Background: an optimization exercise with open tools, aiming at small area, a short achievable clock period and few clock cycles per item. Do not read the settings as production practice. Where RTL was checked, it was by simulation tests only, not by an equivalence proof against the original. The RTL of run 3 was laid out without a check of its function.

$ cat design.v
module BSW (
    clk, rst, start,
    i_Q, i_R,
    o_Q_al,
    o_R_al,
    detail_info,
    done
);
    input clk, rst;
    input  [2:0] i_Q, i_R;
    input  start;
    output [2:0] o_Q_al, o_R_al;
    output [8:0] detail_info;
    output done;
    localparam [1:0] C_STOP = 2'd0, C_I = 2'd1, C_D = 2'd2, C_G = 2'd3;
    integer k;
    function ge8;
        input [7:0] a, b;
        reg [7:0] g, l;
        reg [3:0] g1, l1;
        reg [1:0] g2, l2;
        integer t;
        begin
            g = a & ~b;
            l = ~a & b;
            for (t = 0; t < 4; t = t + 1) begin
                g1[t] = g[2*t+1] | (~l[2*t+1] & g[2*t]);
                l1[t] = l[2*t+1] | (~g[2*t+1] & l[2*t]);
            end
            for (t = 0; t < 2; t = t + 1) begin
                g2[t] = g1[2*t+1] | (~l1[2*t+1] & g1[2*t]);
                l2[t] = l1[2*t+1] | (~g1[2*t+1] & l1[2*t]);
            end
            ge8 = ~(l2[1] | (~g2[1] & l2[0]));
        end
    endfunction
    function [11:0] pe_cell;
        input [3:0] ta, tb;
        input noA, noB, mt, c0, c1;
        reg aGEb, selM, sat, hz;
        reg [3:0] tmx;
        reg [2:0] tu, tv;
        reg [1:0] v, code;
        reg [3:0] tdl, tdu;
        reg [4:0] xv;         
        begin
            if (noA) begin
                aGEb = 1'b0; tmx = tb;
            end else if (noB) begin
                aGEb = 1'b1; tmx = ta;
            end else begin
                aGEb = &(ta | ~tb); tmx = ta | tb;
            end
            selM = mt ? tmx[3] : tmx[0];
            tu   = selM ? tmx[3:1] : (mt ? 3'b111 : 3'b000);
            sat  = c0 & ~tu[0];
            tv   = {tu[2:1], tu[0] | sat};
            v    = {tv[1], tv[2] | (tv[0] & ~tv[1])};
            hz   = (c0 & ~tu[1]) | (c1 & ~tu[0]);
            if (hz)        code = C_STOP;
            else if (selM) code = aGEb ? C_I : C_D;
            else           code = c0 ? C_STOP : C_G;
            xv   = {1'b0, tv, 1'b1};
            tdl[0] = (~tb[0] | xv[1]) & (~tb[1] | xv[2]) & (~tb[2] | xv[3]) & ~tb[3];
            tdl[1] = xv[1] & (~tb[0] | xv[2]) & (~tb[1] | xv[3]) & ~tb[2];
            tdl[2] = xv[2] & (~tb[0] | xv[3]) & ~tb[1];
            tdl[3] = xv[3] & ~tb[0];
            tdu[0] = (~ta[0] | xv[1]) & (~ta[1] | xv[2]) & (~ta[2] | xv[3]) & ~ta[3];
            tdu[1] = xv[1] & (~ta[0] | xv[2]) & (~ta[1] | xv[3]) & ~ta[2];
            tdu[2] = xv[2] & (~ta[0] | xv[3]) & ~ta[1];
            tdu[3] = xv[3] & ~ta[0];
            pe_cell = {code, v, tdl, tdu};
        end
    endfunction
    function [7:0] addv;
        input [7:0] C;
        input [1:0] v;
        reg [1:0] lo;
        reg [5:0] hi, hip, him;
        reg cyp, cym;
        integer t;
        begin
            lo  = {~(C[1] ^ v[1] ^ (C[0] | v[0])), ~(C[0] ^ v[0])};
            hi  = C[7:2];
            for (t = 0; t < 6; t = t + 1) begin
                hip[t] = hi[t] ^ (t == 0 ? 1'b1 : &(hi | ~((6'd1 << t) - 6'd1)));
                him[t] = hi[t] ^ (t == 0 ? 1'b1 : ~|(hi & ((6'd1 << t) - 6'd1)));
            end
            cyp = C[1] & v[1] & (C[0] | v[0]);
            cym = ~(C[1] | C[0] | v[1] | v[0]);
            addv = {cyp ? hip : cym ? him : hi, lo};
        end
    endfunction
    reg       run;           
    reg [7:0] cyc;           
    always @(posedge clk or posedge rst) begin
        if (rst) begin
            run <= 1'b0;
            cyc <= 8'd0;
        end else if (!run) begin
            if (start) run <= 1'b1;
            cyc <= 8'd0;
        end else if (cyc != 8'hff) begin
            cyc <= cyc + 8'd1;
        end
    end
    reg in_phase, sc_phase, s2_phase, fin, ps_ok, late;
    always @(posedge clk or posedge rst) begin
        if (rst) begin
            in_phase <= 1'b1;
            sc_phase <= 1'b0;
            s2_phase <= 1'b0;
            fin      <= 1'b0;
            ps_ok    <= 1'b0;
            late     <= 1'b0;
        end else if (!run) begin
            in_phase <= 1'b1;
            sc_phase <= 1'b0;
            s2_phase <= 1'b0;
            fin      <= 1'b0;
            ps_ok    <= 1'b0;
            late     <= 1'b0;
        end else begin
            if (cyc == 8'd62) in_phase <= 1'b0;
            if (cyc == 8'd2)  sc_phase <= 1'b1;
            if (cyc == 8'd66) sc_phase <= 1'b0;
            if (cyc == 8'd4)  s2_phase <= 1'b1;
            if (cyc == 8'd67) s2_phase <= 1'b0;
            fin <= (cyc == 8'd66);
            if (cyc == 8'd5)  ps_ok <= 1'b1;
            if (cyc == 8'd66) late <= 1'b1;
        end
    end
    reg [2:0] m_lo;          
    reg [2:0] m_hi;          
    always @(posedge clk) begin
        m_lo <= {m_lo[1:0], sc_phase};
        m_hi <= {m_hi[1:0], m_hi[0] || (run && cyc == 8'd63)};
        if (!sc_phase) m_hi <= 3'd0;
    end
    wire m_ge1 = m_lo[0], m_ge2 = m_lo[1], m_ge3 = m_lo[2];
    wire m_le60 = !m_hi[0], m_le61 = !m_hi[1], m_le62 = !m_hi[2];
    wire [5:0] ve, vo;
    assign ve[0] = sc_phase && m_ge2 && m_le61;
    assign ve[1] = sc_phase && m_ge1 && m_le62;
    assign ve[2] = sc_phase;
    assign ve[3] = sc_phase && m_ge1 && m_le62;
    assign ve[4] = sc_phase && m_ge2 && m_le61;
    assign ve[5] = sc_phase && m_ge3 && m_le60;
    assign vo[0] = sc_phase && m_ge2 && m_le60;
    assign vo[1] = sc_phase && m_ge1 && m_le61;
    assign vo[2] = sc_phase && m_le62;
    assign vo[3] = sc_phase && m_le62;
    assign vo[4] = sc_phase && m_ge1 && m_le61;
    assign vo[5] = sc_phase && m_ge2 && m_le60;
    reg [127:0] qv, rv;
    wire [1:0] q_in = in_phase ? i_Q[1:0] : qv[127:126];
    wire [1:0] r_in = in_phase ? i_R[1:0] : rv[127:126];
    always @(posedge clk) begin
        qv <= {qv[125:0], q_in};
        rv <= {rv[125:0], r_in};
    end
    reg  [47:0] hpe, hpo;     
    reg  [23:0] dlo, duo;     
    wire [47:0] he, ho;
    wire [23:0] dle, due, dlo_n, duo_n;
    wire [11:0] ce_w, co_w;
    genvar p;
    generate
        for (p = 0; p < 6; p = p + 1) begin : g_pe
            wire mte = (qv[2*(5-p) +: 2] == rv[2*(1+p) +: 2]);
            wire mto = (qv[2*(5-p) +: 2] == rv[2*p +: 2]);
            wire [7:0] Ce  = hpe[8*p +: 8];
            wire       ce0 = (Ce == 8'd0);
            wire       ce1 = (Ce == 8'd1);
            wire [3:0] tae = dlo[4*p +: 4];
            wire [3:0] tbe;
            if (p == 5) begin : g_b5
                assign tbe = 4'b0001;
            end else begin : g_bn
                assign tbe = duo[4*(p+1) +: 4];
            end
            wire [11:0] re = pe_cell(tae, tbe, 1'b0, p == 5, mte, ce0, ce1);
            wire [7:0]  He = addv(Ce, re[9:8]);
            assign he[8*p +: 8]   = ve[p] ? He : 8'd0;
            assign ce_w[2*p +: 2] = re[11:10];
            assign dle[4*p +: 4]  = ve[p] ? re[7:4] : 4'b0001;
            assign due[4*p +: 4]  = ve[p] ? re[3:0] : 4'b0001;
            wire [7:0] Co  = hpo[8*p +: 8];
            wire       co0 = (Co == 8'd0);
            wire       co1 = (Co == 8'd1);
            wire [3:0] tao;
            if (p == 0) begin : g_a0
                assign tao = 4'b0001;
            end else begin : g_an
                assign tao = dle[4*(p-1) +: 4];
            end
            wire [11:0] ro = pe_cell(tao, due[4*p +: 4], p == 0, 1'b0, mto, co0, co1);
            wire [1:0] vo_ = ro[9:8];
            wire [7:0] Ho  = addv(Co, vo_);
            assign ho[8*p +: 8]    = vo[p] ? Ho : 8'd0;
            assign co_w[2*p +: 2]  = ro[11:10];
            assign dlo_n[4*p +: 4] = vo[p] ? ro[7:4] : 4'b0001;
            assign duo_n[4*p +: 4] = vo[p] ? ro[3:0] : 4'b0001;
        end
    endgenerate
    always @(posedge clk) begin
        hpe <= he;
        hpo <= ho;
        dlo <= dlo_n;
        duo <= duo_n;
    end
    reg  [383:0] bank0, bank1, bank2, bank3;
    wire [23:0]  new_word = {co_w, ce_w};
    always @(posedge clk) begin
        bank0 <= {bank3[359:0], sc_phase ? new_word : bank3[383:360]};
        bank1 <= bank0;
        bank2 <= bank1;
        bank3 <= bank2;
    end
    reg [95:0] mh;
    reg [47:0] mi;
    reg [23:0] s1_h;
    reg [11:0] s1_i;         
    reg [7:0]  best_h;
    reg [5:0]  best_w;
    reg        best_par;
    reg [2:0]  best_p;
    always @(*) begin
        for (k = 0; k < 6; k = k + 1) begin
            mh[8*k +: 8]     = hpe[8*k +: 8]; mi[4*k +: 4]     = {1'b0, k[2:0]};
            mh[8*(k+6) +: 8] = hpo[8*k +: 8]; mi[4*(k+6) +: 4] = {1'b1, k[2:0]};
        end
        for (k = 0; k < 6; k = k + 1) begin
            if (ge8(mh[8*(2*k) +: 8], mh[8*(2*k+1) +: 8])) begin
                mh[8*k +: 8] = mh[8*(2*k) +: 8];   mi[4*k +: 4] = mi[4*(2*k) +: 4];
            end else begin
                mh[8*k +: 8] = mh[8*(2*k+1) +: 8]; mi[4*k +: 4] = mi[4*(2*k+1) +: 4];
            end
        end
        for (k = 0; k < 3; k = k + 1) begin
            if (ge8(mh[8*(2*k) +: 8], mh[8*(2*k+1) +: 8])) begin
                mh[8*k +: 8] = mh[8*(2*k) +: 8];   mi[4*k +: 4] = mi[4*(2*k) +: 4];
            end else begin
                mh[8*k +: 8] = mh[8*(2*k+1) +: 8]; mi[4*k +: 4] = mi[4*(2*k+1) +: 4];
            end
        end
    end
    wire [7:0] g0 = s1_h[7:0], g1 = s1_h[15:8], g2 = s1_h[23:16];
    wire c01 = ge8(g0, g1), c02 = ge8(g0, g2), c12 = ge8(g1, g2);
    wire b0  = !ge8(best_h, g0), b1 = !ge8(best_h, g1), b2 = !ge8(best_h, g2);
    wire t0  = b0 && c01 && c02;
    wire t1  = b1 && !c01 && c12;
    wire t2  = b2 && !c02 && !c12;
    wire [7:0] h63 = hpe[23:16];
    wire w63 = fin && !ge8(best_h, h63) && !ge8(g0, h63)
               && !ge8(g1, h63) && !ge8(g2, h63);
    wire       upd     = s2_phase && (t0 || t1 || t2);
    wire [5:0] w_now   = cyc[5:0] - 6'd5;
    wire [5:0] best_wn = w63 ? 6'd63 : upd ? w_now : best_w;    
    wire       best_parn = w63 ? 1'b0 : !upd ? best_par : t0 ? s1_i[3] : t1 ? s1_i[7] : s1_i[11];
    wire [2:0] best_pn   = w63 ? 3'd2 : !upd ? best_p : t0 ? s1_i[2:0] : t1 ? s1_i[6:4] : s1_i[10:8];
    always @(posedge clk) begin
        s1_h <= mh[23:0];
        s1_i <= mi[11:0];
        if (!run) begin
            best_h   <= 8'd0;
            best_w   <= 6'd0;
            best_par <= 1'b0;
            best_p   <= 3'd2;          
        end else if (w63) begin
            best_h <= h63; best_w <= 6'd63; best_par <= 1'b0; best_p <= 3'd2;
        end else if (upd) begin
            best_w <= w_now;
            if (t0) begin
                best_h <= g0; best_par <= s1_i[3];  best_p <= s1_i[2:0];
            end else if (t1) begin
                best_h <= g1; best_par <= s1_i[7];  best_p <= s1_i[6:4];
            end else begin
                best_h <= g2; best_par <= s1_i[11]; best_p <= s1_i[10:8];
            end
        end
    end
    reg        ps_act;                  
    reg        rc;                      
    reg        shift_r;                 
    reg        strm;                    
    reg        bchg;                    
    reg [3:0]  blk;                     
    reg [5:0]  cin_e, cin_o;            
    reg [5:0]  base;
    reg [5:0]  pe_w;                    
    reg        pe_par;
    reg [2:0]  pe_p;
    reg [4:0]  vtop;                    
    wire [3:0] bE    = pe_w[5:2];
    reg  [63:0] oh;                     
    reg  [15:0] rsel;                   
    function [23:0] sel16x24;
        input [383:0] v;
        input [15:0] s;
        integer a;
        begin
            sel16x24 = 24'd0;
            for (a = 0; a < 16; a = a + 1)
                sel16x24 = sel16x24 | (v[24*a +: 24] & {24{s[a]}});
        end
    endfunction
    wire [95:0] bank_out = {sel16x24(bank3, oh[63:48]), sel16x24(bank2, oh[47:32]),
                            sel16x24(bank1, oh[31:16]), sel16x24(bank0, oh[15:0])};
    wire [95:0] wd;                       
    genvar j;
    generate
        for (j = 0; j < 4; j = j + 1) begin : g_rot
            assign wd[24*j +: 24] = (bank_out[23:0]  & {24{rsel[4*j]}})
                                  | (bank_out[47:24] & {24{rsel[4*j+1]}})
                                  | (bank_out[71:48] & {24{rsel[4*j+2]}})
                                  | (bank_out[95:72] & {24{rsel[4*j+3]}});
        end
    endgenerate
    reg  [5:0]  oE, oO;
    reg  [5:0]  cE, cO;
    reg  [15:0] blk_path;                
    reg  [47:0] stop_hit;                
    reg  [23:0] w;
    integer kk, q;
    wire [3:0] cst_r;
    wire       inj = (ps_act || rc) && blk == bE;
    always @(*) begin
        if (inj || (ps_act && blk > bE)) begin
            cE = 6'd0; cO = 6'd0;
        end else if (rc) begin
            for (q = 0; q < 6; q = q + 1) begin
                cE[q] = (cst_r == q + 1);
                cO[q] = (cst_r == q + 7);
            end
        end else begin
            cE = cin_e; cO = cin_o;
        end
        blk_path = 16'd0;
        stop_hit = 48'd0;
        oE = 6'd0; oO = 6'd0;
        for (kk = 3; kk >= 0; kk = kk - 1) begin
            w = wd[24*kk +: 24];
            for (q = 0; q < 6; q = q + 1)
                oO[q] = cO[q] | (inj && pe_w[1:0] == kk && pe_par && pe_p == q);
            for (q = 0; q < 6; q = q + 1) begin
                oE[q] = cE[q] | (inj && pe_w[1:0] == kk && !pe_par && pe_p == q)
                      | (oO[q] && w[12 + 2*q +: 2] == C_D);
                if (q < 5)
                    oE[q] = oE[q] | (oO[q + 1] && w[12 + 2*(q+1) +: 2] == C_I);
            end
            for (q = 0; q < 6; q = q + 1) begin
                cE[q] = oE[q] && w[2*q +: 2] == C_G;
                cO[q] = (oO[q] && w[12 + 2*q +: 2] == C_G)
                      | (oE[q] && w[2*q +: 2] == C_I);
                if (q > 0)
                    cO[q] = cO[q] | (oE[q - 1] && w[2*(q-1) +: 2] == C_D);
            end
            for (q = 0; q < 6; q = q + 1) begin
                if (oE[q])
                    blk_path[4*kk +: 2] = blk_path[4*kk +: 2]
                        | {w[2*q +: 2] != C_D, w[2*q +: 2] != C_I};
                if (oO[q])
                    blk_path[4*kk + 2 +: 2] = blk_path[4*kk + 2 +: 2]
                        | {w[12 + 2*q +: 2] != C_D, w[12 + 2*q +: 2] != C_I};
                stop_hit[12*kk + q]     = oE[q] && w[2*q +: 2] == C_STOP;
                stop_hit[12*kk + 6 + q] = oO[q] && w[12 + 2*q +: 2] == C_STOP;
            end
        end
    end
    wire found = |stop_hit;
    reg [1:0] f_k;
    reg       f_par;
    reg [2:0] f_p;
    always @(*) begin
        f_k = 2'd0; f_par = 1'b0; f_p = 3'd0;
        for (k = 0; k < 48; k = k + 1) begin
            if (k / 12 == 1 || k / 12 == 3) f_k[0] = f_k[0] | stop_hit[k];
            if (k / 12 >= 2)                f_k[1] = f_k[1] | stop_hit[k];
            if ((k % 12) >= 6)              f_par  = f_par  | stop_hit[k];
            if ((k % 6) & 1)                f_p[0] = f_p[0] | stop_hit[k];
            if ((k % 6) & 2)                f_p[1] = f_p[1] | stop_hit[k];
            if ((k % 6) & 4)                f_p[2] = f_p[2] | stop_hit[k];
        end
    end
    reg [59:0] cst;                    
    reg [3:0]  cin_x;
    always @(*) begin
        cin_x = 4'd0;
        for (q = 0; q < 6; q = q + 1) begin
            if (cin_e[q]) cin_x = cin_x | (q + 1);
            if (cin_o[q]) cin_x = cin_x | (q + 7);
        end
    end
    assign cst_r = (blk == 4'd15) ? 4'd0 : cst[4*blk +: 4];
    wire merge  = ps_act && (blk < bE) && ({1'b0, blk} < vtop) && (blk >= s_b)
                  && (cin_x == cst_r);
    wire ps_end = ps_act && (merge || found);      
    wire free   = !ps_act || ps_end;
    wire bnew   = upd || w63;                      
    wire ps_go  = ps_ok && !strm && (fin || (bchg && !ps_act));
    wire [3:0] go_b = fin ? 4'd15 : best_w[5:2];
    wire abort  = ps_go && ps_act && !ps_end;
    wire st_go  = late && !fin && !strm && free;
    wire st_mg  = late && !fin && !strm && merge;
    wire st0    = st0_r || st_mg;
    always @(posedge clk or posedge rst) begin
        if (rst) begin
            ps_act <= 1'b0;
            strm   <= 1'b0;
            bchg   <= 1'b1;
            vtop   <= 5'd0;
        end else if (!run) begin
            ps_act <= 1'b0;
            strm   <= 1'b0;
            bchg   <= 1'b1;
            vtop   <= 5'd0;
        end else begin
            if (ps_go)       ps_act <= 1'b1;
            else if (ps_end) ps_act <= 1'b0;
            if (st_go) strm <= 1'b1;
            bchg <= ps_go ? (bnew && !fin) : (bchg || bnew);
            if (ps_end)
                vtop <= {1'b0, bE};
            else if (abort)
                vtop <= (vtop < {1'b0, blk}) ? vtop : {1'b0, blk};
        end
    end
    always @(posedge clk) begin
        if (ps_go) begin
            pe_w   <= fin ? best_wn   : best_w;
            pe_par <= fin ? best_parn : best_par;
            pe_p   <= fin ? best_pn   : best_p;
        end
        cin_e <= cE;
        cin_o <= cO;
        for (k = 0; k < 15; k = k + 1)
            if (ps_act && blk < bE && blk == k) cst[4*k +: 4] <= cin_x;
    end
    reg [5:0] base_n;
    always @(*) begin
        if (ps_go)
            base_n = fin ? 6'd1 : cyc[5:0] - 6'd6 - {best_w[5:2], 2'b00};
        else if (st0)
            base_n = cyc[5:0] - 6'd10 - {s_b, 2'b00};
        else if (ps_act)
            base_n = base + 6'd5;
        else
            base_n = shift_r ? base - 6'd3 : base + 6'd1;
    end
    always @(posedge clk) begin
        base <= base_n;
        if (ps_go)          blk <= go_b;
        else if (st0)       blk <= s_b + 4'd1;
        else if (ps_act)    blk <= blk - 4'd1;
        else if (shift_r)   blk <= blk + 4'd1;
        for (k = 0; k < 64; k = k + 1)
            oh[k] <= ((k / 16) < base_n[1:0]) ? (base_n[5:2] == ((k + 15) % 16))
                                              : (base_n[5:2] == (k % 16));
        for (k = 0; k < 16; k = k + 1)
            rsel[k] <= ((base_n[1:0] + 2'd3 - (k / 4)) & 2'd3) == (k % 4);
    end
    reg [15:0] pcur, pnext, pprev;
    reg        st0_r;            
    reg [3:0]  s_b;
    reg [1:0]  s_k;
    reg        s_par;
    reg [2:0]  s_p;
    reg        sa_act;           
    reg [6:0]  sa_d;             
    reg [5:0]  sa_qp, sa_rp;     
    reg        sb_end;
    reg        sb_q, sb_r;
    reg [2:0]  dcnt;
    reg        done_r;
    reg [2:0]  oq, orr;
    reg [8:0]  det;
    wire [5:0] s_w  = {s_b, s_k};
    wire [6:0] s_i  = {1'b0, s_w} + s_p - 7'd2;
    wire [6:0] s_j  = {1'b0, s_w} + 7'd2 - s_p + s_par;
    wire [6:0] s_d  = {s_w, s_par};
    wire [6:0] e_i  = {1'b0, best_w} + best_p - 7'd2;
    wire [6:0] e_j  = {1'b0, best_w} + 7'd2 - best_p + best_par;
    wire [6:0] e_d  = {best_w, best_par};
    wire [6:0] cd   = st0_r ? s_d : sa_d;
    function [1:0] mux64x2;
        input [127:0] v;
        input [5:0] s;
        reg [127:0] t;
        integer a, l;
        begin
            t = v;
            for (l = 0; l < 6; l = l + 1)
                for (a = 0; a < (32 >> l); a = a + 1)
                    t[2*a +: 2] = s[l] ? t[2*(2*a+1) +: 2] : t[2*(2*a) +: 2];
            mux64x2 = t[1:0];
        end
    endfunction
    wire [31:0] win  = {pn_eff, pc_eff};
    wire [3:0]  i1   = {1'b0, cd[2:0]} + 4'd1;
    wire [3:0]  i2   = {1'b0, cd[2:0]} + 4'd2;
    wire [1:0]  e1   = win[2*i1 +: 2];
    wire [1:0]  e2   = win[2*i2 +: 2];
    wire        use1 = (e1 != 2'b00);
    wire [1:0]  nc   = use1 ? e1 : e2;
    wire [6:0]  nd   = use1 ? cd + 7'd1 : cd + 7'd2;
    wire        shift = (st0 || sa_act) && !last && (nd[6:3] != cd[6:3]);
    wire       last = (cd == e_d);
    wire [5:0] cqp = st0_r ? cyc[5:0] - s_i[5:0] : sa_qp;
    wire [5:0] crp = st0_r ? cyc[5:0] - s_j[5:0] : sa_rp;
    always @(posedge clk or posedge rst) begin
        if (rst) begin
            st0_r  <= 1'b0;
            sa_act <= 1'b0;
            sb_end <= 1'b0;
            done_r <= 1'b0;
            dcnt   <= 3'd0;
        end else if (!run) begin
            st0_r  <= 1'b0;
            sa_act <= 1'b0;
            sb_end <= 1'b0;
            done_r <= 1'b0;
            dcnt   <= 3'd0;
        end else begin
            st0_r <= st_go && !st_mg;
            if (st0 || sa_act) begin
                sa_act <= !last;
                sb_end <= last;
            end
            done_r <= strm || st_mg;     
            if ((st0 || dcnt != 3'd0) && dcnt != 3'd7) dcnt <= dcnt + 3'd1;
        end
    end
    always @(posedge clk) begin
        if (!run) begin
            s_b   <= 4'd0;
        end else if (ps_act && !merge && found) begin
            s_b   <= blk;
            s_k   <= f_k;
            s_par <= f_par;
            s_p   <= f_p;
        end
        if (st0 || sa_act) begin
            sb_q  <= nc[1];
            sb_r  <= nc[0];
            sa_d  <= nd;
            sa_qp <= cqp + {5'd0, !nc[1]};
            sa_rp <= crp + {5'd0, !nc[0]};
        end else if (!strm) begin
            sb_q  <= 1'b1;
            sb_r  <= 1'b1;
            sa_d  <= s_d;
            sa_qp <= cyc[5:0] + 6'd1 - s_i[5:0];
            sa_rp <= cyc[5:0] + 6'd1 - s_j[5:0];
        end
    end
    reg [15:0] pprev2;
    reg        fnd_r, mrg_r;
    wire [15:0] pc_eff = fnd_r ? pprev : pcur;
    wire [15:0] pn_eff = (fnd_r || mrg_r) ? pprev2 : (merge && blk == s_b) ? pprev : pnext;
    always @(posedge clk) begin
        pprev  <= blk_path;
        pprev2 <= pprev;
        fnd_r  <= ps_act && !merge && found;
        mrg_r  <= merge && blk == s_b;
        if (shift) begin
            pcur  <= pn_eff;
        end else begin
            pcur  <= pc_eff;
            pnext <= rc ? blk_path : pn_eff;
        end
    end
    always @(posedge clk or posedge rst) begin
        if (rst) begin
            shift_r <= 1'b0;
            rc      <= 1'b0;
        end else begin
            shift_r <= run && shift;
            rc      <= run && shift_r;
        end
    end
    wire       o_q = st0_r | sb_q;
    wire       o_r = st0_r | sb_r;
    wire [1:0] qb  = mux64x2(qv, cqp);
    wire [1:0] rb  = mux64x2(rv, crp);
    always @(posedge clk) begin
        if (sb_end) begin
            oq  <= 3'd0;
            orr <= 3'd0;
        end else begin
            oq  <= o_q ? ((qb == 2'd0) ? 3'd4 : {1'b0, qb}) : 3'd5;
            orr <= o_r ? ((rb == 2'd0) ? 3'd4 : {1'b0, rb}) : 3'd5;
        end
        case (dcnt)
            3'd0: det <= {2'b0, s_i};
            3'd1: det <= {2'b0, s_j};
            3'd2: det <= {2'b0, e_i};
            3'd3: det <= {2'b0, e_j};
            3'd4: det <= {1'b0, best_h};
            default: det <= 9'd0;
        endcase
    end
    assign o_Q_al      = oq;
    assign o_R_al      = orr;
    assign detail_info = det;
    assign done        = done_r;
endmodule
$ cat flow/run.sh
#!/bin/bash
# Standard layout, with these changes: the output flip-flops get their
# cell type's strongest drive (flow/upsize.tcl, after synthesis), the port
# buffers are buf_4 cells, and timing repair aims at 18.2 ns of setup slack
# (the clock period stays the design's). Each tool's output goes to a log
# here; the flow's own logs stay under orfs/logs.
set -euo pipefail
export BUFFER_PORTS_ARGS="-buffer_cell sky130_fd_sc_hd__buf_4"
export SETUP_SLACK_MARGIN=18.2
bash standard.sh synth > synth.log 2>&1
RES=orfs/results/$FLOW_PLATFORM/BSW/base openroad -no_init -exit flow/upsize.tcl > upsize.log 2>&1
bash standard.sh > flow.log 2>&1
$ cat flow/upsize.tcl
# Give the flip-flop that drives the done port the strongest drive of its
# cell type (only the drive strength changes).
read_db $::env(RES)/1_synth.odb
read_liberty $::env(FLOW_HOME)/platforms/$::env(FLOW_PLATFORM)/lib/sky130_fd_sc_hd__tt_025C_1v80.lib
foreach inst [get_cells *] {
  set name [get_full_name $inst]
  set ref [get_property $inst ref_name]
  if {[regexp {^done_r} $name] && $ref eq "sky130_fd_sc_hd__dfrtp_1"} {
    replace_cell $inst sky130_fd_sc_hd__dfrtp_4
    puts "upsized $name $ref -> dfrtp_4"
  }
}
write_db $::env(RES)/1_synth.odb
$ cat standard.sh
#!/bin/bash
# synth_recipe.tcl (not shown) runs the flow's synth.tcl, then flattens the netlist and writes it again
# the make line also repeats each setting of config.mk as NAME=value (left out here)
make -C /OpenROAD-flow-scripts/flow DESIGN_CONFIG=/design/flow/config.mk WORK_HOME=/design/flow/orfs CLKGATE_MAP_FILE= SYNTH_SCRIPT=/design/flow/synth_recipe.tcl "${@:-finish}"
$ cat config.mk
export PLATFORM = sky130hd
export DESIGN_NAME = BSW
export DESIGN_NICKNAME = BSW
export VERILOG_FILES = /design/flow/design.v
export SDC_FILE = /design/flow/constraint.sdc
export NUM_CORES = 8
export LEC_CHECK = 0
export ABC_AREA = 1
export CAP_MARGIN = 20
export CORE_MARGIN = 2
export CORE_UTILIZATION = 40
export CTS_CLUSTER_DIAMETER = 90
export CTS_CLUSTER_SIZE = 28
export SLEW_MARGIN = 20
$ cat constraint.sdc
create_clock -name core_clock -period 24.0 [get_ports {clk}]
set_input_delay 4.8000 -clock core_clock [delete_from_list [all_inputs] [get_ports {clk}]]
set_output_delay 4.8000 -clock core_clock [all_outputs]
set_load 0.01 [all_outputs]
==> results of run 1 <==
==> cell families after synthesis <==
logic type / after synthesis / share of synthesized area [%]
buffers and inverters: 1167 / 5.71
other: 1 / 0.00453
adders and majority gates: 136 / 2.13
xor gates and xnor gates: 88 / 0.932
muxes: 12 / 0.153
AOI/OAI and AO/OA: 1734 / 13.1
DFF: 2288 / 57.0
and+or+nand+nor: 4150 / 20.9
==> per-layer routing <==
metal	GRT usage [%]	up-vias
met5	0	-
met4	15.3	6
met3	6.25	792
met2	44.3	3297
met1	37.9	32900
li1	-	31800
==> cells in the mapped netlist, drive strengths merged, types with 48 or more instances <==
library cell and instances:
nand2 2375, xor2 51, nor3 140, ha 128, o211ai 48, dfxtp 2140
nor2 1012, a221oi 155, nor4 68, clkbuf 167, o221ai 48, o21ai 662
nand4 194, inv 827, nand3 303, o22ai 145, a21oi 314, a22o 103
buf 155, edfxtp 117, a31oi 61
==> layout make-up <==
class                           instances  share of cell area (%)
Multi-Input combinational cell       6121                    34.8
Antenna cell                            8                  0.0224
Clock buffer                          114                    2.95
Inverter                              845                    3.56
Sequential cell                      2288                    52.8
Tap cell                             2688                    3.76
Timing Repair Buffer                  176                    1.65
Clock inverter                         28                   0.498
Timing Repair inverter                  1                 0.00559
==> path summary, 6_finish.rpt <==
path / slack (ps) / cells after the start / from / end
min in group asynchronous: 4120 / 3 / rst / st0_r
hold / removal: 320 / 0 / qv[93] / qv[95]
hold reg to reg: 320 / 0 / qv[93] / qv[95]
max in group asynchronous: 19490 / 3 / rst / done_r
setup reg to reg: 18380 / 17 / s_b[0] / oq[2]
setup / recovery: 17770 / 1 / done_r / done
==> sequential cells by signal, indices dropped and copies added (netlist names), 20 cells and up <==
| signal | cells |
|---|---|
| bank0 | 384 |
| bank1 | 384 |
| bank2 | 384 |
| bank3 | 384 |
| qv | 128 |
| rv | 128 |
| oh | 64 |
| cst | 60 |
| hpe | 48 |
| hpo | 48 |
| dlo | 24 |
| s1_h | 24 |
| duo | 20 |
==> timing repair <==
action,in CTS,in global routing
hold buffers,0,0
cloned,0,1
setup buffers,1,17
endpoints found under the setup margin,79,90
resized for setup,37,68
pin swaps,0,1
==> stage by stage <==
step	setup WS, ps	hold WS (ps)	cells	util, %
final	17770	322	12300	43.7
after global routing	17720	324	12300	43.7
after CTS	17690	329	12200	43.5
after detailed placement	17250	331	12100	41.9
after global placement	17260	329	12100	41.9
after floorplan	18440	326	9576	-
==> results.py, run 1 <==
metrics = {
    "run_status": {
        "run_status": "timing/DRC/antenna clean",
    },
    "logic_synthesis": {
        "avgSynthCellArea_sq_um": 8.64,
        "syn_area_sq_um": 82700,
        "yosysSeqAreaShare_pct": 57.0,
        "synth_top_cell_by_area": "dfxtp_1",
        "synthArstFlopShare_pct": 1.35,
        "yosysUniqueCellTypes": 74,
        "synth_edf_count": 117,
        "yosys_warnings": 1,
        "netlist.area_leader.share_pct": 51.8,
        "ys_ff_latch": 2288,
        "synthTopCellsByArea": "dfxtp_1 (52%), nand2_1 (11%), nor2_1 (4.5%)",
        "syn_nets": 9721,
        "postSynthCellCount": 9576,
        "ys.flop_type": "dfxtp_1",
    },
    "routing": {
        "met3_wirelength_mm": 31.3,
        "via_count": 68800,
        "drc": 0,
        "top_layer": "met5",
        "met1_length_mm": 128,
        "vias_per_cell": 5.61,
        "drt_iter0_drc": 7850,
        "routed_wirelength_mm": 313,
        "routedWlPerCell_um": 25.5,
        "route.met2.wl_mm": 133,
        "first_pass_iters": 8,
        "route.antenna.remaining_nets": 0,
    },
    "cells_and_area": {
        "final_common_cell": "nand2_1",
        "final_area_sq_um": 89500,
        "nFillCells": 20100,
        "drive_gt1_share_pct": 6.34,
        "nets": 9680,
        "final_cell_mix": "nand2_1 (2335), dfxtp_1 (2065), nor2_1 (980)",
        "multi_input_area_sq_um": 31100,
        "seq_area_sq_um": 47300,
        "syn2layout_area_growth_pct": 8.23,
    },
    "setup_path": {
        "required_ps": 19200,
        "crit_path_start_kind": "flop",
        "path_cells": "buf_6",
        "critPathBufInv": 1,
        "critPathMaxStageDelay_ps": 500,
        "setup.worst_path.end_class": "output port",
        "cp_max_fo": 1,
        "worstSetupPathType": "flop to output port",
        "cp_top_family": "flip-flops",
        "slowest_stage": "dfrtp_4",
        "arrival_ps": 1430,
    },
    "clock_tree": {
        "cts_made_buffers": 102,
        "cts_max_level": 3,
        "cts.path.max_buffers": 3,
        "clock_latency_ps": 810,
        "cts_tree": "built",
        "cts_num_sinks": 2288,
        "root_buffer": "clkbuf_16",
        "clk_pin_slew_worst_paths_ps": 110,
    },
    "timing": {
        "hold_viol_final": 0,
        "worst_pin_slew_ps": 1250,
        "setup_viol": 0,
        "setup-tns-final_ps": 0,
        "clock_skew_ps": 57.9,
        "min_period_ps": 6230,
        "slew_violations": 0,
        "fmax_ghz": 0.161,
        "rsz0062_at_grt": "yes",
        "relSlewSlack_pct": 15.9,
        "post-route-period-util_pct": 25.9,
    },
    "global_route": {
        "grtUsageTotal_pct": 28.8,
        "antenna_found_initial": 17,
        "grt_overflow": 0,
        "grt_pass1_vias": 64700,
        "grt_max_degree": 69,
        "grt_pass1_wl_mm": 443,
    },
    "job": {
        "drv_cap": 0,
    },
    "floorplanning": {
        "die_x_um": 459,
        "fp-row-count": 166,
        "dieArea_sq_um": 210000,
        "die_h_um": 459,
        "core_sq_um": 205000,
        "initial_utilization_pct": 40.4,
        "ioPinCount": 25,
    },
    "placement": {
        "port_buffers": 21,
        "place.gp.congestion": 1.01,
        "place_area_sq_um": 85900,
        "hpwlAfterDp_mm": 211,
    },
    "hold_path": {
        "min_path_type": "flop to flop",
    },
}
Testbench counts, summed over its fixed seeds: cycles 44,498, items 320.
==> run 2, diff against run 1 <==
--- a/design.v
+++ b/design.v
@@ -160,6 +160,15 @@
         qv <= {qv[125:0], q_in};
         rv <= {rv[125:0], r_in};
     end
+    wire [129:0] qx = {qv, q_in};         
+    wire [129:0] rx = {rv, r_in};
+    reg  [5:0] mt_e, mt_o;
+    always @(posedge clk) begin
+        for (k = 0; k < 6; k = k + 1) begin
+            mt_e[k] <= (qx[2*(5-k) +: 2] == rx[2*(1+k) +: 2]);
+            mt_o[k] <= (qx[2*(5-k) +: 2] == rx[2*k +: 2]);
+        end
+    end
     reg  [47:0] hpe, hpo;     
     reg  [23:0] dlo, duo;     
     wire [47:0] he, ho;
@@ -168,8 +177,8 @@
     genvar p;
     generate
         for (p = 0; p < 6; p = p + 1) begin : g_pe
-            wire mte = (qv[2*(5-p) +: 2] == rv[2*(1+p) +: 2]);
-            wire mto = (qv[2*(5-p) +: 2] == rv[2*p +: 2]);
+            wire mte = mt_e[p];
+            wire mto = mt_o[p];
             wire [7:0] Ce  = hpe[8*p +: 8];
             wire       ce0 = (Ce == 8'd0);
             wire       ce1 = (Ce == 8'd1);
@@ -384,7 +393,7 @@
             if ((k % 6) & 4)                f_p[2] = f_p[2] | stop_hit[k];
         end
     end
-    reg [59:0] cst;                    
+    reg [63:0] cst;
     reg [3:0]  cin_x;
     always @(*) begin
         cin_x = 4'd0;
@@ -393,7 +402,7 @@
             if (cin_o[q]) cin_x = cin_x | (q + 7);
         end
     end
-    assign cst_r = (blk == 4'd15) ? 4'd0 : cst[4*blk +: 4];
+    assign cst_r = cst[4*blk +: 4];
     wire merge  = ps_act && (blk < bE) && ({1'b0, blk} < vtop) && (blk >= s_b)
                   && (cin_x == cst_r);
     wire ps_end = ps_act && (merge || found);      
@@ -435,7 +444,7 @@
         end
         cin_e <= cE;
         cin_o <= cO;
-        for (k = 0; k < 15; k = k + 1)
+        for (k = 0; k < 16; k = k + 1)
             if (ps_act && blk < bE && blk == k) cst[4*k +: 4] <= cin_x;
     end
     reg [5:0] base_n;
--- a/config.mk
+++ b/config.mk
@@ -9,6 +9,6 @@
 export CAP_MARGIN = 20
 export CORE_MARGIN = 2
 export CORE_UTILIZATION = 40
-export CTS_CLUSTER_DIAMETER = 90
-export CTS_CLUSTER_SIZE = 28
+export CTS_CLUSTER_DIAMETER = 80
+export CTS_CLUSTER_SIZE = 25
 export SLEW_MARGIN = 20
==> results.py, run 2 <==
metrics = {
    "setup_path": {
        "arrival_ps": 1430,
        "critPathMaxStageDelay_ps": 480,
        "cp_top_family": "flip-flops",
        "slowest_stage": "dfrtp_4",
        "worstSetupPathType": "flop to output port",
        "path_cells": "buf_6",
        "required_ps": 19200,
        "cp_max_fo": 1,
        "critPathBufInv": 1,
        "crit_path_start_kind": "flop",
        "setup.worst_path.end_class": "output port",
    },
    "clock_tree": {
        "cts.path.max_buffers": 3,
        "clock_latency_ps": 850,
        "root_buffer": "clkbuf_16",
        "cts_made_buffers": 117,
        "clk_pin_slew_worst_paths_ps": 90,
        "cts_tree": "built",
        "cts_max_level": 3,
        "cts_num_sinks": 2304,
    },
    "timing": {
        "hold_viol_final": 0,
        "relSlewSlack_pct": 19.8,
        "clock_skew_ps": 85.6,
        "setup-tns-final_ps": 0,
        "min_period_ps": 6230,
        "rsz0062_at_grt": "yes",
        "worst_pin_slew_ps": 1200,
        "fmax_ghz": 0.160,
        "post-route-period-util_pct": 26.0,
        "setup_viol": 0,
        "slew_violations": 0,
    },
    "global_route": {
        "grt_overflow": 0,
        "grtUsageTotal_pct": 27.5,
        "antenna_found_initial": 12,
        "grt_pass1_wl_mm": 431,
        "grt_max_degree": 81,
        "grt_pass1_vias": 64600,
    },
    "cells_and_area": {
        "drive_gt1_share_pct": 5.94,
        "nets": 9894,
        "nFillCells": 20300,
        "final_cell_mix": "nand2_1 (2386), dfxtp_1 (2076), nor2_1 (1095)",
        "multi_input_area_sq_um": 31300,
        "seq_area_sq_um": 47600,
        "final_area_sq_um": 90900,
        "syn2layout_area_growth_pct": 8.65,
        "final_common_cell": "nand2_1",
    },
    "run_status": {
        "run_status": "timing/DRC/antenna clean",
    },
    "logic_synthesis": {
        "syn_nets": 9933,
        "yosysMostFrequentCell": "nand2_1",
        "avgSynthCellArea_sq_um": 8.55,
        "synth_edf_count": 121,
        "yosysUniqueCellTypes": 73,
        "ys.flop_type": "dfxtp_1",
        "yosysSeqAreaShare_pct": 56.8,
        "syn_area_sq_um": 83700,
        "synthArstFlopShare_pct": 1.35,
        "ys_ff_latch": 2304,
        "synth_top_cell_by_area": "dfxtp_1",
        "yosys_warnings": 1,
        "netlist.area_leader.share_pct": 51.5,
        "synth_common_cells": "nand2_1 (2390), dfxtp_1 (2152), nor2_1 (1103)",
        "postSynthCellCount": 9788,
        "synthTopCellsByArea": "dfxtp_1 (52%), nand2_1 (11%), nor2_1 (4.9%)",
    },
    "routing": {
        "route.antenna.remaining_nets": 0,
        "drt_iter0_drc": 7552,
        "vias_per_cell": 5.46,
        "first_pass_iters": 6,
        "routedWlPerCell_um": 23.9,
        "via_count": 68800,
        "routed_wirelength_mm": 300,
        "drc": 0,
    },
    "floorplanning": {
        "fp-row-count": 167,
        "core_sq_um": 207000,
        "die_x_um": 461,
        "die_h_um": 461,
        "dieArea_sq_um": 213000,
        "initial_utilization_pct": 40.3,
        "ioPinCount": 25,
    },
    "placement": {
        "place_area_sq_um": 87000,
        "port_buffers": 21,
        "place.gp.congestion": 0.968,
        "hpwlAfterDp_mm": 201,
    },
    "job": {
        "drv_cap": 0,
    },
    "hold_path": {
        "min_path_type": "flop to flop",
    },
}
## run 2: cell type report
cell class,instances,area share (%)
antenna,4,0.0110
clock buffer,126,3.32
clock inverter,41,0.724
inverter,938,3.90
multi-input combinational,6222,34.4
sequential,2304,52.4
tap,2788,3.84
timing repair buffer,165,1.43
timing repair inverter,1,0.00826
## run 2: stage by stage
stage          instances  worst slack (ps)  hold slack [ps]  utilization [%]
2_1_floorplan       9788             18440              326                -
3_3_place_gp       12400             17230              329             41.9
3_5_place_dp       12400             17160              330             41.9
4_1_cts            12600             17700              302             43.7
5_1_grt            12600             17710              303             43.8
6_report           12600             17770              295             43.8
## run 2: worst paths after layout
check | end | depth (start not counted) | startpoint | slack (ps)
max | done | 1 | done_r | 17770
min | bank2[172] | 0 | bank1[172] | 300
max reg2reg | s_k[1] | 26 | oh[61] | 18450
min reg2reg | bank2[172] | 0 | bank1[172] | 300
max in group asynchronous | sc_phase | 3 | rst | 19530
min in group asynchronous | done_r | 3 | rst | 4070
## run 2: cell families after synthesis
logic type,after synthesis,share of synthesized area [%]
AO/OA/AOI/OAI,1672,12.4
XOR/XNOR,98,1.03
adder cells (fa/ha/maj),138,2.13
buffers and inverters,1262,6.06
flip-flops,2304,56.8
multiplexers,10,0.127
other,1,0.00448
AND/OR/NAND/NOR,4303,21.5
## run 2: worst register-to-register path, stage by stage, from the launching register on
cell	delay, ps
dfxtp_2	570
buf_4	390
nand2_1	130
nand4_1	90
a21oi_1	140
nand4_1	140
nor3_1	910
o211ai_1	390
nor2_1	270
nand2_1	100
nand3_2	120
nand2_1	60
nand2_1	180
a21oi_2	100
nand2_2	120
nand2_1	80
nand3_2	140
nand2_2	90
nand3_4	120
nand2_1	90
nand3_2	150
nand3_1	130
nand2_1	150
inv_2	80
nand2_1	90
nand2_2	140
nor2_2	300
## run 2: per-layer routing
metal / global-route usage (%) / vias up / share of wire, %
met4: 12.1 / 6 / 5.1
met5: 0 / - / 0.018
met1: 37.4 / 33000 / 43
met2: 42.4 / 2915 / 43
li1: - / 32200 / -
met3: 5.23 / 625 / 9.1
## run 2: timing repair
item	in CTS	in global routing
resized for setup	35	27
endpoints found under the setup margin	90	85
gates cloned	1	0
endpoints found under the hold margin	0	0
setup buffers	3	1
hold buffers	0	0
Testbench counts of run 2, summed over its fixed seeds: cycles 44,498, items 320.
==> run 3, diff against run 2 <==
--- a/design.v
+++ b/design.v
@@ -304,6 +304,11 @@
     reg [4:0]  vtop;                    
     wire [3:0] bE    = pe_w[5:2];
     reg  [63:0] oh;                     
+    always @(*) begin
+        for (k = 0; k < 64; k = k + 1)
+            oh[k] = ((k / 16) < base[1:0]) ? (base[5:2] == ((k + 15) % 16))
+                                           : (base[5:2] == (k % 16));
+    end
     reg  [15:0] rsel;                   
     function [23:0] sel16x24;
         input [383:0] v;
@@ -393,7 +398,7 @@
             if ((k % 6) & 4)                f_p[2] = f_p[2] | stop_hit[k];
         end
     end
-    reg [63:0] cst;
+    reg [59:0] cst;                    
     reg [3:0]  cin_x;
     always @(*) begin
         cin_x = 4'd0;
@@ -402,7 +407,7 @@
             if (cin_o[q]) cin_x = cin_x | (q + 7);
         end
     end
-    assign cst_r = cst[4*blk +: 4];
+    assign cst_r = (blk == 4'd15) ? 4'd0 : cst[4*blk +: 4];
     wire merge  = ps_act && (blk < bE) && ({1'b0, blk} < vtop) && (blk >= s_b)
                   && (cin_x == cst_r);
     wire ps_end = ps_act && (merge || found);      
@@ -444,7 +449,7 @@
         end
         cin_e <= cE;
         cin_o <= cO;
-        for (k = 0; k < 16; k = k + 1)
+        for (k = 0; k < 15; k = k + 1)
             if (ps_act && blk < bE && blk == k) cst[4*k +: 4] <= cin_x;
     end
     reg [5:0] base_n;
@@ -464,9 +469,6 @@
         else if (st0)       blk <= s_b + 4'd1;
         else if (ps_act)    blk <= blk - 4'd1;
         else if (shift_r)   blk <= blk + 4'd1;
-        for (k = 0; k < 64; k = k + 1)
-            oh[k] <= ((k / 16) < base_n[1:0]) ? (base_n[5:2] == ((k + 15) % 16))
-                                              : (base_n[5:2] == (k % 16));
         for (k = 0; k < 16; k = k + 1)
             rsel[k] <= ((base_n[1:0] + 2'd3 - (k / 4)) & 2'd3) == (k % 4);
     end
==> flow/upsize.tcl (replaced) <==
# Give the flip-flops that drive the output ports the strongest drive of
# their own cell type (only the drive strength changes).
read_db $::env(RES)/1_synth.odb
foreach inst [get_cells *] {
  set name [get_full_name $inst]
  set ref [get_property $inst ref_name]
  if {[regexp {^(done_r|oq\[|orr\[|det\[)} $name]} {
    if {$ref eq "sky130_fd_sc_hd__dfrtp_1"} {
      replace_cell $inst sky130_fd_sc_hd__dfrtp_4
      puts "upsized $name $ref -> dfrtp_4"
    } elseif {$ref eq "sky130_fd_sc_hd__dfxtp_1"} {
      replace_cell $inst sky130_fd_sc_hd__dfxtp_4
      puts "upsized $name $ref -> dfxtp_4"
    }
  }
}
write_db $::env(RES)/1_synth.odb
==> results.py, run 3 <==
metrics = {
    "run_status": {
        "run_status": "timing/DRC/antenna clean",
    },
    "logic_synthesis": {
        "yosys_warnings": 1,
        "ys.flop_type": "dfxtp_1",
        "ys_ff_latch": 2236,
        "synthTopCellsByArea": "dfxtp_1 (50%), nand2_1 (14%), nor2_1 (5.7%)",
        "postSynthCellCount": 10400,
        "syn_area_sq_um": 83800,
        "synth_edf_count": 117,
        "avgSynthCellArea_sq_um": 8.04,
        "yosysUniqueCellTypes": 72,
        "yosysSeqAreaShare_pct": 55.0,
        "netlist.area_leader.share_pct": 49.9,
        "synth_common_cells": "nand2_1 (3080), dfxtp_1 (2088), nor2_1 (1267)",
        "synth_top_cell_by_area": "dfxtp_1",
        "yosysMostFrequentCell": "nand2_1",
        "syn_nets": 10600,
        "synthArstFlopShare_pct": 1.39,
    },
    "timing": {
        "setup_viol": 0,
        "slew_violations": 0,
        "setup-tns-final_ps": 0,
        "rsz0062_at_grt": "yes",
        "relSlewSlack_pct": 19.1,
        "fin_ws_ps": 17750,
        "hold_viol_final": 0,
        "post-route-period-util_pct": 26.0,
        "min_period_ps": 6250,
        "worst_pin_slew_ps": 1200,
        "clock_skew_ps": 49.4,
        "fmax_ghz": 0.160,
    },
    "global_route": {
        "antenna_found_initial": 21,
        "grt_pass1_vias": 67300,
        "grt_max_degree": 82,
        "grtUsageTotal_pct": 28.8,
        "grt_overflow": 0,
        "grt_pass1_wl_mm": 451,
    },
    "clock_tree": {
        "cts_made_buffers": 110,
        "cts.path.max_buffers": 3,
        "postCtsHoldBufs": 0,
        "cts_tree": "built",
        "clk_pin_slew_worst_paths_ps": 100,
        "root_buffer": "clkbuf_16",
        "clock_latency_ps": 830,
        "cts_max_level": 3,
        "cts_num_sinks": 2236,
    },
    "floorplanning": {
        "die_x_um": 462,
        "dieArea_sq_um": 213000,
        "initial_utilization_pct": 40.3,
        "ioPinCount": 25,
        "fp-row-count": 167,
        "die_h_um": 462,
        "core_sq_um": 208000,
    },
    "setup_path": {
        "cp_top_family": "flip-flops",
        "setup.worst_path.end_class": "output port",
        "crit_path_start_kind": "flop",
        "arrival_ps": 1450,
        "critPathBufInv": 1,
        "required_ps": 19200,
        "path_cells": "buf_6",
        "worstSetupPathType": "flop to output port",
        "critPathMaxStageDelay_ps": 500,
        "cp_max_fo": 1,
        "slowest_stage": "dfrtp_2",
    },
    "cells_and_area": {
        "final_common_cell": "nand2_1",
        "syn2layout_area_growth_pct": 11.4,
        "final_core_util_pct": 44.9,
        "nets": 10600,
        "fin_cells": 13300,
        "nFillCells": 20500,
        "drive_gt1_share_pct": 7.00,
        "final_cell_mix": "nand2_1 (3015), dfxtp_1 (2070), nor2_1 (1212)",
    },
    "placement": {
        "place.gp.congestion": 1.01,
        "hpwlAfterDp_mm": 217,
        "port_buffers": 21,
        "place_ws_ps": 16630,
        "post-place-cells": 13000,
    },
    "routing": {
        "vias_per_cell": 5.43,
        "routed_wirelength_mm": 320,
        "route.antenna.remaining_nets": 0,
        "routedWlPerCell_um": 24.1,
        "first_pass_iters": 8,
        "drc": 0,
        "drt_iter0_drc": 7918,
        "via_count": 72300,
    },
    "hold_path": {
        "min_path_type": "flop to flop",
    },
    "job": {
        "drv_cap": 0,
    },
}
-- run 3: cell count changes in the layout (fill, tap and decap cells not counted), moves of 22 or more --
cell      delta
buf_12      +33
inv_1       -29
nor2_4      +34
a22o_1      -78
nor2_2      +27
o21ai_1     +31
nor2_1     +117
nand4_1     -76
nand2_4     +26
nor4_1      -22
nand3_1     +57
a221oi_1    -62
dfxtp_2     -63
nand2_1    +629
-- run 3: cell families (layout without fill, tap and decap cells) --
family | Yosys count | after routing | synth area share, %
buf+inv | 1268 | 1337 | 5.97
simple gates | 5121 | 5123 | 24.7
fa+ha+maj | 138 | 138 | 2.13
mux | 1 | 1 | 0.0119
flops | 2236 | 2236 | 55.0
xor+xnor | 99 | 99 | 1.04
other cells | 1 | 21 | 0.00448
compound gates | 1559 | 1559 | 11.1
-- run 3: worst paths after layout --
check,startpoint,end,slack [ps],cells past startpoint
worst max-delay path,done_r,done,17750,1
worst min-delay path,bank0[74],bank1[74],300,0
worst max register to register,base[5],fnd_r,18310,36
worst min register to register,bank0[74],bank1[74],300,0
max in group asynchronous,rst,done_r,19430,3
min in group asynchronous,rst,run,4130,3
-- run 3: cell type report --
class                           count  area, sq um  area share (%)
Inverter                          925         3530            3.78
Sequential cell                  2236        46100            49.4
Multi-Input combinational cell   6921        34000            36.4
Timing Repair inverter              1         7.51         0.00805
Antenna cell                       20         50.0          0.0536
Clock buffer                      128         2870            3.08
Timing Repair Buffer              254         2760            2.96
Clock inverter                     29          474           0.508
Tap cell                         2788         3490            3.74
-- run 3: repair_timing --
item | 4_1_cts | 5_1_grt
cloned | 1 | 7
endpoints found under the setup margin | 91 | 92
resized for setup | 251 | 180
pin swaps | 12 | 40
buffers inserted | 13 | 85
-- run 3: per-layer routing --
| metal | up-vias | track usage, % | wire (um) |
|---|---|---|---|
| li1 | 33800 | - | - |
| met1 | 34200 | 37.2 | 128000 |
| met2 | 3340 | 45.3 | 140000 |
| met3 | 901 | 6.14 | 32000 |
| met4 | 12 | 14.9 | 20600 |
| met5 | - | 0 | 77 |
-- run 3: per-stage QoR --
stage	hold slack, ps	instance area (sq um)
after floorplan	323	83800
after global placement	331	87100
after detailed placement	330	87100
after CTS	302	91500
after global routing	302	93300
final	301	93300

-- separate check: timing with driven ports --
How much do the figures lean on ideal ports? The routed layouts below were timed once more, with nothing changed but the port constraints.
Step 1 assumes that a clkbuf_16 drives the clock port and a buf_2 every other input.
Step 2 also shifts input and output timing later by t, the mid clock arrival at the registers, as if the neighbouring blocks saw the same clock.
Three values: no drivers, after step 1, after step 2; two values: the first two.
run	t (ns)	slack for setup (ns)	hold slack, ns
run 1	0.883	17.772 / 17.681 / 18.385	0.322 / 0.322 / 0.322
run 2	0.906	17.767 / 17.673 / 18.231	0.295 / 0.295 / 0.295
run 3	0.892	17.750 / 17.660 / 18.301	0.301 / 0.301 / 0.301
After both steps every run listed still meets setup and hold.
